This design comes from an exercise in tuning for small area and a short achievable clock period on the open sky130 flow, not from production work.
Only simulation tests tie the RTL to the original design; equivalence was not proved.
Power and IR drop assume default switching activity.

==> inputs of job 3074 <==
Design mult_unit, start of the top module:
module mult_unit (
    input  logic        clock,
    input  logic        reset,
    input  logic        start,
    input  logic [31:0] rs1,
    input  logic [31:0] rs2,
    input  logic [2:0]  func,
    input  logic [5:0]  dest_tag_in,
    input  logic        cdb_taken,
    input  logic        branch_mispredict,
    output logic [5:0]  dest_tag_out,
    output logic [31:0] result,
    output logic        done,
    output logic        full
);
make LEC_CHECK=0 ABC_AREA=1 CAP_MARGIN=20 CORE_MARGIN=2 CORE_UTILIZATION=40 CTS_BUF_LIST='sky130_fd_sc_hd__clkbuf_4 sky130_fd_sc_hd__clkbuf_8' PLACE_DENSITY=0.6 SETUP_SLACK_MARGIN=5 SLEW_MARGIN=20 TNS_END_PERCENT=0 finish   # period 9.5 ns
run.sh (not shown) runs the stock make flow with config.mk's settings and CLKGATE_MAP_FILE= SYNTH_SCRIPT=/design/flow/synth_recipe.tcl, a recipe that flattens the netlist after the stock synthesis.
==> inputs of job 5013, as changes to job 3074 <==
==> flow/flow/run.sh (new file) <==
#!/bin/bash
# The standard layout, with the port buffers made of sky130_fd_sc_hd__buf_2
# cells (every input and output port still gets its own buffer).
set -euo pipefail
export BUFFER_PORTS_ARGS="-buffer_cell sky130_fd_sc_hd__buf_2"
bash standard.sh > standard.log 2>&1
==> flow/standard.sh (new file) <==
#!/bin/bash
# synth_recipe.tcl (not shown) runs the flow's synth.tcl, then flattens the netlist and writes it again
# the make line also repeats each setting of config.mk as NAME=value (left out here)
make -C /OpenROAD-flow-scripts/flow DESIGN_CONFIG=/design/flow/config.mk WORK_HOME=/design/flow/orfs CLKGATE_MAP_FILE= SYNTH_SCRIPT=/design/flow/synth_recipe.tcl "${@:-finish}"
CORE_UTILIZATION = 45   (was 40)
removed: flow/run.sh
==> summary.txt <==
Register-to-register slack: job 3074 is better than job 5013 (0.03 ns).
In sequential power, job 3074 and job 5013 hardly differ.
Against job 3074, the final cell count of job 5013 is smaller by 3.5%.
Total power is about the same in job 5013 and job 3074.
Synthesized cell count is the same in job 3074 and job 5013.
Of job 5013 and job 3074, job 5013 has the higher sequential share of layout area (gap 0.49 points).
Global-route usage: job 3074 is lower than job 5013 (3.9 points).
Against job 5013, the combinational power of job 3074 is larger by about 0.4%.
Against job 3074, the critical path depth of job 5013 is lower by 1.
Against job 5013, the via count of job 3074 is lower by about 0.5%.
Die area: job 5013 is lower than job 3074 (about 11%).
==> figures <==
Status: job 5013 no timing/DRC/antenna violations; job 3074 no timing/DRC/antenna violations
DR top layer: job 5013 met5; job 3074 met4
Worst slack on hold paths: job 5013 0.410 ns; job 3074 0.383 ns
Fraction of final layout cells with drive strength greater than 1: job 5013 11.7%; job 3074 8.10%
Non-clock buffer area fraction after layout: job 5013 4.41%; job 3074 5.61%
Vias post-DR: job 5013 29200; job 3074 29100
Post-route cell area: job 5013 37100 um^2; job 3074 37800 um^2
Worst vdd rail ir drop: job 5013 0.000227 V; job 3074 0.000215 V
Fraction of area in multi-input gates: job 5013 55.6%; job 3074 54.6%
Net load switching power: job 5013 6.77 mW; job 3074 6.73 mW
Clock-cell share of area: job 5013 3.25%; job 3074 3.14%
Starting DRC count in detailed routing: job 5013 4928; job 3074 4304
Data required, critical path: job 5013 9.90 ns; job 3074 9.92 ns
Total met3 wirelength after detailed routing: job 5013 21.2 mm; job 3074 20.4 mm
R2R depth: job 5013 9; job 3074 10
Fill count: job 5013 6894; job 3074 8120
Post-route minimum period: job 5013 4.59 ns; job 3074 4.56 ns
Global Route met3 Usage: job 5013 16.8%; job 3074 14.3%
Terminating pin of the worst hold path: job 5013 u_mult.tag2[3]; job 3074 u_mult.tag3[4]
Worst skew pair latency: job 5013 0.72 ns; job 3074 0.69 ns
Final worst setup slack: job 5013 4.91 ns; job 3074 4.94 ns
Number of setup buffers added after CTS: job 5013 15; job 3074 21
Share of the clock period used by the worst path after layout: job 5013 48.3%; job 3074 48.0%


==> run P: inputs <==
mult_unit, a different RTL version from the one above (not shown whole).
clock: 9.5 ns
lec_check: 0
abc_area: 1
cap_margin: 20
core_margin: 2
core_utilization: 40
cts_buf_list: sky130_fd_sc_hd__clkbuf_4 sky130_fd_sc_hd__clkbuf_8
place_density: 0.6
setup_slack_margin: 5
slew_margin: 20
tns_end_percent: 0
standard.sh (not shown) runs the stock make flow with config.mk's settings and CLKGATE_MAP_FILE= SYNTH_SCRIPT=/design/flow/synth_recipe.tcl, a recipe that flattens the netlist after the stock synthesis.
==> flow/flow/run.sh <==
#!/bin/bash
# The standard layout, with the port buffers made of sky130_fd_sc_hd__buf_2
# cells (every input and output port still gets its own buffer).
set -euo pipefail
export BUFFER_PORTS_ARGS="-buffer_cell sky130_fd_sc_hd__buf_2"
bash standard.sh > standard.log 2>&1
==> run K (differences from run P) <==
--- a/flow/design.v
+++ b/flow/design.v
@@ -81,14 +81,12 @@
     logic [34:0] xin;
     logic [10:0] s1_in, s2_in, s3_in, s4_in, neg_in;
     logic [2:0]  mag [11];
     assign sai = rs1[31] & ((func == M_MUL) | (func == M_MULH) | (func == M_MULHSU));
     assign sbi = rs2[31] & ((func == M_MUL) | (func == M_MULH));
     assign xin = {sai, sai, sai, rs1};
-    logic [34:0] t_in;
-    add35bk u_add3 (.a(xin), .b({xin[33:0], 1'b0}), .ci(1'b0), .s(t_in));
     assign yy  = {sbi, sbi, sbi, rs2, 1'b0};
     always_comb begin
         for (int j = 0; j < 11; j++) begin
             mag[j] = {1'b0, yy[3*j+2], 1'b0} + {2'b0, yy[3*j+1]} + {2'b0, yy[3*j]};
             if (yy[3*j+3]) mag[j] = 3'd4 - mag[j];
             s1_in[j] = (mag[j] == 3'd1);
@@ -99,13 +97,13 @@
         end
     end
     always_ff @(posedge clock) begin
         if (en[0]) begin
             a    <= rs1;
             sa   <= sai;
-            t    <= t_in;
+            t    <= xin + {xin[33:0], 1'b0};
             s1   <= s1_in;
             s2   <= s2_in;
             s3   <= s3_in;
             s4   <= s4_in;
             neg  <= neg_in;
             hi   <= (func != M_MUL);
@@ -1518,173 +1516,6 @@
     assign s[59] = p[59] ^ gg74;
     assign s[60] = p[60] ^ gg119;
     assign s[61] = p[61] ^ gg89;
     assign s[62] = p[62] ^ gg120;
     assign s[63] = p[63] ^ gg63;
 endmodule
-module add35bk (input [34:0] a, input [34:0] b, input ci, output [34:0] s);
-    wire [34:0] p = a ^ b;
-    wire [34:0] g = a & b;
-    wire gg1 = g[0] | (p[0] & ci);
-    wire pp1 = p[0] & 1'b0;
-    wire gg2 = g[2] | (p[2] & g[1]);
-    wire pp2 = p[2] & p[1];
-    wire gg3 = g[4] | (p[4] & g[3]);
-    wire pp3 = p[4] & p[3];
-    wire gg4 = g[6] | (p[6] & g[5]);
-    wire pp4 = p[6] & p[5];
-    wire gg5 = g[8] | (p[8] & g[7]);
-    wire pp5 = p[8] & p[7];
-    wire gg6 = g[10] | (p[10] & g[9]);
-    wire pp6 = p[10] & p[9];
-    wire gg7 = g[12] | (p[12] & g[11]);
-    wire pp7 = p[12] & p[11];
-    wire gg8 = g[14] | (p[14] & g[13]);
-    wire pp8 = p[14] & p[13];
-    wire gg9 = g[16] | (p[16] & g[15]);
-    wire pp9 = p[16] & p[15];
-    wire gg10 = g[18] | (p[18] & g[17]);
-    wire pp10 = p[18] & p[17];
-    wire gg11 = g[20] | (p[20] & g[19]);
-    wire pp11 = p[20] & p[19];
-    wire gg12 = g[22] | (p[22] & g[21]);
-    wire pp12 = p[22] & p[21];
-    wire gg13 = g[24] | (p[24] & g[23]);
-    wire pp13 = p[24] & p[23];
-    wire gg14 = g[26] | (p[26] & g[25]);
-    wire pp14 = p[26] & p[25];
-    wire gg15 = g[28] | (p[28] & g[27]);
-    wire pp15 = p[28] & p[27];
-    wire gg16 = g[30] | (p[30] & g[29]);
-    wire pp16 = p[30] & p[29];
-    wire gg17 = g[32] | (p[32] & g[31]);
-    wire pp17 = p[32] & p[31];
-    wire gg18 = g[34] | (p[34] & g[33]);
-    wire pp18 = p[34] & p[33];
-    wire gg19 = gg2 | (pp2 & gg1);
-    wire pp19 = pp2 & pp1;
-    wire gg20 = gg4 | (pp4 & gg3);
-    wire pp20 = pp4 & pp3;
-    wire gg21 = gg6 | (pp6 & gg5);
-    wire pp21 = pp6 & pp5;
-    wire gg22 = gg8 | (pp8 & gg7);
-    wire pp22 = pp8 & pp7;
-    wire gg23 = gg10 | (pp10 & gg9);
-    wire pp23 = pp10 & pp9;
-    wire gg24 = gg12 | (pp12 & gg11);
-    wire pp24 = pp12 & pp11;
-    wire gg25 = gg14 | (pp14 & gg13);
-    wire pp25 = pp14 & pp13;
-    wire gg26 = gg16 | (pp16 & gg15);
-    wire pp26 = pp16 & pp15;
-    wire gg27 = gg18 | (pp18 & gg17);
-    wire pp27 = pp18 & pp17;
-    wire gg28 = gg20 | (pp20 & gg19);
-    wire pp28 = pp20 & pp19;
-    wire gg29 = gg22 | (pp22 & gg21);
-    wire pp29 = pp22 & pp21;
-    wire gg30 = gg24 | (pp24 & gg23);
-    wire pp30 = pp24 & pp23;
-    wire gg31 = gg26 | (pp26 & gg25);
-    wire pp31 = pp26 & pp25;
-    wire gg32 = gg29 | (pp29 & gg28);
-    wire pp32 = pp29 & pp28;
-    wire gg33 = gg31 | (pp31 & gg30);
-    wire pp33 = pp31 & pp30;
-    wire gg34 = gg33 | (pp33 & gg32);
-    wire pp34 = pp33 & pp32;
-    wire gg35 = gg30 | (pp30 & gg32);
-    wire pp35 = pp30 & pp32;
-    wire gg36 = gg21 | (pp21 & gg28);
-    wire pp36 = pp21 & pp28;
-    wire gg37 = gg23 | (pp23 & gg32);
-    wire pp37 = pp23 & pp32;
-    wire gg38 = gg25 | (pp25 & gg35);
-    wire pp38 = pp25 & pp35;
-    wire gg39 = gg27 | (pp27 & gg34);
-    wire pp39 = pp27 & pp34;
-    wire gg40 = gg3 | (pp3 & gg19);
-    wire pp40 = pp3 & pp19;
-    wire gg41 = gg5 | (pp5 & gg28);
-    wire pp41 = pp5 & pp28;
-    wire gg42 = gg7 | (pp7 & gg36);
-    wire pp42 = pp7 & pp36;
-    wire gg43 = gg9 | (pp9 & gg32);
-    wire pp43 = pp9 & pp32;
-    wire gg44 = gg11 | (pp11 & gg37);
-    wire pp44 = pp11 & pp37;
-    wire gg45 = gg13 | (pp13 & gg35);
-    wire pp45 = pp13 & pp35;
-    wire gg46 = gg15 | (pp15 & gg38);
-    wire pp46 = pp15 & pp38;
-    wire gg47 = gg17 | (pp17 & gg34);
-    wire pp47 = pp17 & pp34;
-    wire gg48 = g[1] | (p[1] & gg1);
-    wire pp48 = p[1] & pp1;
-    wire gg49 = g[3] | (p[3] & gg19);
-    wire pp49 = p[3] & pp19;
-    wire gg50 = g[5] | (p[5] & gg40);
-    wire pp50 = p[5] & pp40;
-    wire gg51 = g[7] | (p[7] & gg28);
-    wire pp51 = p[7] & pp28;
-    wire gg52 = g[9] | (p[9] & gg41);
-    wire pp52 = p[9] & pp41;
-    wire gg53 = g[11] | (p[11] & gg36);
-    wire pp53 = p[11] & pp36;
-    wire gg54 = g[13] | (p[13] & gg42);
-    wire pp54 = p[13] & pp42;
-    wire gg55 = g[15] | (p[15] & gg32);
-    wire pp55 = p[15] & pp32;
-    wire gg56 = g[17] | (p[17] & gg43);
-    wire pp56 = p[17] & pp43;
-    wire gg57 = g[19] | (p[19] & gg37);
-    wire pp57 = p[19] & pp37;
-    wire gg58 = g[21] | (p[21] & gg44);
-    wire pp58 = p[21] & pp44;
-    wire gg59 = g[23] | (p[23] & gg35);
-    wire pp59 = p[23] & pp35;
-    wire gg60 = g[25] | (p[25] & gg45);
-    wire pp60 = p[25] & pp45;
-    wire gg61 = g[27] | (p[27] & gg38);
-    wire pp61 = p[27] & pp38;
-    wire gg62 = g[29] | (p[29] & gg46);
-    wire pp62 = p[29] & pp46;
-    wire gg63 = g[31] | (p[31] & gg34);
-    wire pp63 = p[31] & pp34;
-    wire gg64 = g[33] | (p[33] & gg47);
-    wire pp64 = p[33] & pp47;
-    assign s[0] = p[0] ^ ci;
-    assign s[1] = p[1] ^ gg1;
-    assign s[2] = p[2] ^ gg48;
-    assign s[3] = p[3] ^ gg19;
-    assign s[4] = p[4] ^ gg49;
-    assign s[5] = p[5] ^ gg40;
-    assign s[6] = p[6] ^ gg50;
-    assign s[7] = p[7] ^ gg28;
-    assign s[8] = p[8] ^ gg51;
-    assign s[9] = p[9] ^ gg41;
-    assign s[10] = p[10] ^ gg52;
-    assign s[11] = p[11] ^ gg36;
-    assign s[12] = p[12] ^ gg53;
-    assign s[13] = p[13] ^ gg42;
-    assign s[14] = p[14] ^ gg54;
-    assign s[15] = p[15] ^ gg32;
-    assign s[16] = p[16] ^ gg55;
-    assign s[17] = p[17] ^ gg43;
-    assign s[18] = p[18] ^ gg56;
-    assign s[19] = p[19] ^ gg37;
-    assign s[20] = p[20] ^ gg57;
-    assign s[21] = p[21] ^ gg44;
-    assign s[22] = p[22] ^ gg58;
-    assign s[23] = p[23] ^ gg35;
-    assign s[24] = p[24] ^ gg59;
-    assign s[25] = p[25] ^ gg45;
-    assign s[26] = p[26] ^ gg60;
-    assign s[27] = p[27] ^ gg38;
-    assign s[28] = p[28] ^ gg61;
-    assign s[29] = p[29] ^ gg46;
-    assign s[30] = p[30] ^ gg62;
-    assign s[31] = p[31] ^ gg34;
-    assign s[32] = p[32] ^ gg63;
-    assign s[33] = p[33] ^ gg47;
-    assign s[34] = p[34] ^ gg64;
-endmodule
==> flow/run.sh (new file) <==
#!/bin/bash
# synth_recipe.tcl (not shown) runs the flow's synth.tcl, then flattens the netlist and writes it again
# the make line also repeats each setting of config.mk as NAME=value (left out here)
make -C /OpenROAD-flow-scripts/flow DESIGN_CONFIG=/design/flow/config.mk WORK_HOME=/design/flow/orfs CLKGATE_MAP_FILE= SYNTH_SCRIPT=/design/flow/synth_recipe.tcl finish
- SLEW_MARGIN: 20 -> 60
removed: flow/flow/run.sh
removed: flow/standard.sh
==> summary.txt <==
- Of run K and run P, run K has the higher total power (gap 1.2%, measured against run P).
- Of run P and run K, run P has the higher sequential power (gap about 3%, measured against run K).
- In run K the combinational power is larger than in run P, by 4.4%.
- Clock skew: run K is lower than run P (0.017 ns).
- Between run K and run P, the lower cell count is in run P (gap about 5%, measured against run P).

==> what the ideal ports hide <==
The flow's constraints put no driver on any port. The routed layouts listed below were extracted and timed again, unchanged, in two steps. Step 1: set_driving_cell puts a clkbuf_16 on clock and a buf_2 on each other input, an assumption about the parent block. Step 2 moves the port delays by t, midway between the first and last clock arrival at a register: inputs arrive t later, outputs are due t later. That takes back most of the time a late clock gives input paths. a / b / c = no drivers / after step 1 / after step 2; a / b = the first two.
run	t, ns	slack for setup (ns)	slew at the worst register clock pin (ns)	pins driven straight from the clock port
job 3074	0.722	4.943 / 4.921 / 4.840	0.07 / 0.07	1
job 5013	0.758	4.909 / 4.909 / 4.909	0.08 / 0.08	1
run P	0.726	4.887 / 4.887 / 4.749	0.08 / 0.08	1
run K	0.734	4.966 / 4.966 / 4.934	0.07 / 0.07	1
After both steps every run listed still meets setup and hold. For run P, which loses most, drivers alone change the setup slack by 0.000 ns; drivers and shift together by -0.138 ns.
